Context: an optimization exercise on an open-source flow, tuned for small area, a short achievable clock period and few clock cycles. The choices shown serve that exercise and are no tape-out recipe.
The RTL was checked by simulation tests, not by an equivalence proof against the original design.
Power is estimated from default activity; no workload was simulated.

==> flow/design.v (excerpt) <==
module Core(
	input             clk,
	input             rst,                        
	input      [15:0] mem_to_core_data,           
	output     [15:0] core_to_mem_data,           
	output     [23:0] core_to_mem_address,        
	output            core_to_mem_write_enable);
==> flow/config.mk <==
export PLATFORM = sky130hd
export DESIGN_NAME = Core
export DESIGN_NICKNAME = Core
export VERILOG_FILES = /design/flow/design.v
export SDC_FILE = /design/flow/constraint.sdc
export NUM_CORES = 4
export LEC_CHECK = 0
export CAP_MARGIN = 20
export CORE_MARGIN = 2
export CORE_UTILIZATION = 40
export SLEW_MARGIN = 20
==> flow/constraint.sdc <==
create_clock -name core_clock -period 7.0 [get_ports {clk}]
set_input_delay 1.4000 -clock core_clock [delete_from_list [all_inputs] [get_ports {clk}]]
set_output_delay 1.4000 -clock core_clock [all_outputs]
set_load 0.01 [all_outputs]
run.sh (not shown) runs the stock make flow with config.mk's settings and CLKGATE_MAP_FILE= SYNTH_SCRIPT=/design/flow/synth_recipe.tcl, a recipe that flattens the netlist after the stock synthesis.
The first run ran to the end with no violations.
Testbench counts at the start, summed over its fixed seeds: cycles 52,730.
Next try:
--- a/flow/config.mk
+++ b/flow/config.mk
@@ -10,2 +10,3 @@
 export CORE_UTILIZATION = 40
+export SETUP_SLACK_MARGIN = 3.5
 export SLEW_MARGIN = 20
Result: The new run went through all stages and came out clean; synthesized cell count is unchanged; die area does not change; clock power barely changes; design area grows by 1.9%; final cell count grows by 1.4%; global-route usage grows by 0.34 points; utilization grows by 0.87 points; maximum frequency grows by 34%.
Next try:
--- a/flow/config.mk
+++ b/flow/config.mk
@@ -7,2 +7,3 @@
 export LEC_CHECK = 0
+export ABC_AREA = 1
 export CAP_MARGIN = 20
Result:
- The changed run completed without violations
- final area went down by 2.6%
- sequential share of layout area grows by 1.2 points
- final cell count increases by 21%
- worst hold slack gets worse by 26 ps
- routed wire length goes down by 3.1%
- total power decreases by 4.3%
- via count increases by 4.6%
- non-clock buffer count shrinks by 53
- setup slack gets worse by 110 ps
- core utilization fell by 1.3 points


== sierra ==
Core, a different RTL version from the one above (not shown whole).
Size: roughly 1,900 cells after synthesis, ~420 flip-flops, ~59 I/O pins, ~20,000 um2 of cells after synthesis.
## Core
module Core(
	input             clk,
	input             rst,                        
	input      [15:0] mem_to_core_data,           
	output     [15:0] core_to_mem_data,           
	output     [23:0] core_to_mem_address,        
	output            core_to_mem_write_enable);
==> flow/config.mk <==
export PLATFORM = sky130hd
export DESIGN_NAME = Core
export DESIGN_NICKNAME = Core
export VERILOG_FILES = /design/flow/design.v
export SDC_FILE = /design/flow/constraint.sdc
export NUM_CORES = 4
export LEC_CHECK = 0
export CAP_MARGIN = 20
export CORE_MARGIN = 2
export CORE_UTILIZATION = 60
export CTS_CLUSTER_DIAMETER = 150
export CTS_CLUSTER_SIZE = 20
export SETUP_SLACK_MARGIN = 3.7
export SLEW_MARGIN = 20
==> flow/constraint.sdc <==
create_clock -name core_clock -period 7.0 [get_ports {clk}]
set_input_delay 1.4000 -clock core_clock [delete_from_list [all_inputs] [get_ports {clk}]]
set_output_delay 1.4000 -clock core_clock [all_outputs]
set_load 0.01 [all_outputs]
standard.sh (not shown) runs the stock make flow with config.mk's settings and CLKGATE_MAP_FILE= SYNTH_SCRIPT=/design/flow/synth_recipe.tcl, a recipe that flattens the netlist after the stock synthesis.
==> flow/flow/run.sh <==
#!/bin/bash
# The standard layout (standard.sh: same synthesis script, registers and
# steps), with two changes to how cells are picked:
#  - ADDER_MAP_FILE is empty, so synthesis leaves adders to abc as plain logic
#    instead of fixed full/half adder cells;
#  - the input and output port buffers are buf_4 cells instead of the delay
#    buffers (clkdlybuf4s50_1) that buffer_ports picks by default.
# ORFS writes each step's full log under orfs/logs; make's output goes to
# standard.log.
set -euo pipefail
export ADDER_MAP_FILE=
export BUFFER_PORTS_ARGS="-buffer_cell sky130_fd_sc_hd__buf_4"
bash standard.sh > standard.log 2>&1
The flow did not stop early for sierra: all stages ran, and the layout cleared the timing, DRC and antenna checks.
Testbench counts of sierra, summed over its fixed seeds: cycles 53,178.
What pepper does differently from sierra at the input level:
# sierra
export LEC_CHECK = 0
export CAP_MARGIN = 20
export CORE_MARGIN = 2
export CORE_UTILIZATION = 60
export CTS_CLUSTER_DIAMETER = 150
export CTS_CLUSTER_SIZE = 20
export SETUP_SLACK_MARGIN = 3.7
export SLEW_MARGIN = 20
create_clock -name core_clock -period 7.0 [get_ports {clk}]
# pepper
export LEC_CHECK = 0
export CAP_MARGIN = 20
export CORE_MARGIN = 2
export CORE_UTILIZATION = 40
export CTS_CLUSTER_DIAMETER = 150
export CTS_CLUSTER_SIZE = 20
export SETUP_SLACK_MARGIN = 4.0
export SLEW_MARGIN = 20
create_clock -name core_clock -period 7.0 [get_ports {clk}]
pepper ended with every stage complete and zero timing, DRC or antenna violations. Post-route worst setup slack delta for pepper relative to sierra: 0.24 ns higher. sierra has a lower total number of tap cells than pepper. Uppermost signal routing layer after detailed routing = met4: pepper; uppermost signal routing layer after detailed routing = met5: sierra. Cmp sierra and pepper / critical path depth / higher: pepper. pepper ended with more combinational fraction of design power than sierra. On area taken by flip-flops and latches, sierra and pepper are neck and neck.
### pepper -> willow
# pepper
export LEC_CHECK = 0
export CAP_MARGIN = 20
export CORE_MARGIN = 2
export CORE_UTILIZATION = 40
export CTS_CLUSTER_DIAMETER = 150
export CTS_CLUSTER_SIZE = 20
export SETUP_SLACK_MARGIN = 4.0
export SLEW_MARGIN = 20
create_clock -name core_clock -period 7.0 [get_ports {clk}]
# willow
export LEC_CHECK = 0
export CAP_MARGIN = 20
export CORE_MARGIN = 2
export CORE_UTILIZATION = 60
export CTS_CLUSTER_DIAMETER = 150
export CTS_CLUSTER_SIZE = 20
export SETUP_SLACK_MARGIN = 4.0
export SLEW_MARGIN = 20
create_clock -name core_clock -period 7.0 [get_ports {clk}]
==> flow/flow/run.sh <==
#!/bin/bash
# The standard layout (standard.sh: same synthesis script, registers and
# steps), with three changes to how cells are picked:
#  - ADDER_MAP_FILE is empty, so synthesis leaves adders to abc as plain logic
#    instead of fixed full/half adder cells;
#  - the slow 4-input OR cells are not used (added to DONT_USE_CELLS);
#  - the input and output port buffers are buf_4 cells instead of the delay
#    buffers (clkdlybuf4s50_1) that buffer_ports picks by default.
# ORFS writes each step's full log under orfs/logs; make's output goes to
# standard.log.
set -euo pipefail
export ADDER_MAP_FILE=
export DONT_USE_CELLS="sky130_fd_sc_hd__or4_1 sky130_fd_sc_hd__or4_2 sky130_fd_sc_hd__or4_4 sky130_fd_sc_hd__or4b_1 sky130_fd_sc_hd__or4b_2 sky130_fd_sc_hd__or4b_4 sky130_fd_sc_hd__or4bb_1 sky130_fd_sc_hd__or4bb_2 sky130_fd_sc_hd__or4bb_4"
export BUFFER_PORTS_ARGS="-buffer_cell sky130_fd_sc_hd__buf_4"
bash standard.sh > standard.log 2>&1
willow vs. pepper: average routed wire per standard cell went up by 1.2 um. Sort pepper and willow by area occupied by multi-input gates, descending, and pepper comes first. Clock network fraction of total power for willow is lower than for pepper. met2 layer wire length in the routed design came out lower on willow than on pepper. Compared to pepper, willow has minimum clock period 0.0083 ns lower. From pepper to willow the numbers moved as follows: first-pass GRT wire length moved down, final-layout fill cell count moved down. Going from pepper to willow, clock network area share held; overall power after layout held; post-layout worst setup margin went up 0.0083 ns; highest cell delay on the worst timing path went up 0.04 ns.

## re-timing with driven ports
How much do the figures lean on ideal ports? The routed layouts below were timed once more, with nothing changed but the port constraints. Step 1 (the two cells are an assumption about what drives the block):
set clk [get_ports {clk}]
set_driving_cell -lib_cell sky130_fd_sc_hd__clkbuf_16 $clk
set_driving_cell -lib_cell sky130_fd_sc_hd__buf_2 [delete_from_list [all_inputs] $clk]
Step 2 times the ports against the registers' clock, not the clock port: input delays grow and output delays shrink by t, the midpoint of the rising clock arrivals with the driver on. Slacks: no drivers / after step 1 / after step 2; pairs: no drivers / after step 1.
| run | shift t [ns] | setup slack, ns | hold slack, ns | slew at the worst register clock pin (ns) | cell pins on the clock port's net |
|---|---|---|---|---|---|
| the first run of note 1 | 0.619 | 2.403 / 2.403 / 2.403 | 0.455 / 0.455 / 0.455 | 0.07 / 0.07 | 1 |
| the second run of note 1 | 0.613 | 3.565 / 3.565 / 3.346 | 0.450 / 0.450 / 0.450 | 0.07 / 0.07 | 1 |
| the third run of note 1 | 0.627 | 3.458 / 3.458 / 3.458 | 0.424 / 0.424 / 0.424 | 0.07 / 0.07 | 1 |
| sierra | 0.623 | 3.831 / 3.831 / 3.778 | 0.490 / 0.490 / 0.490 | 0.10 / 0.10 | 1 |
| pepper | 0.627 | 4.071 / 4.071 / 3.747 | 0.449 / 0.449 / 0.449 | 0.10 / 0.10 | 1 |
| willow | 0.623 | 4.079 / 4.079 / 3.745 | 0.490 / 0.490 / 0.490 | 0.10 / 0.10 | 1 |
After both steps every run listed still meets setup and hold. For willow, which loses most, drivers alone change the setup slack by 0.000 ns; drivers and shift together by -0.334 ns.
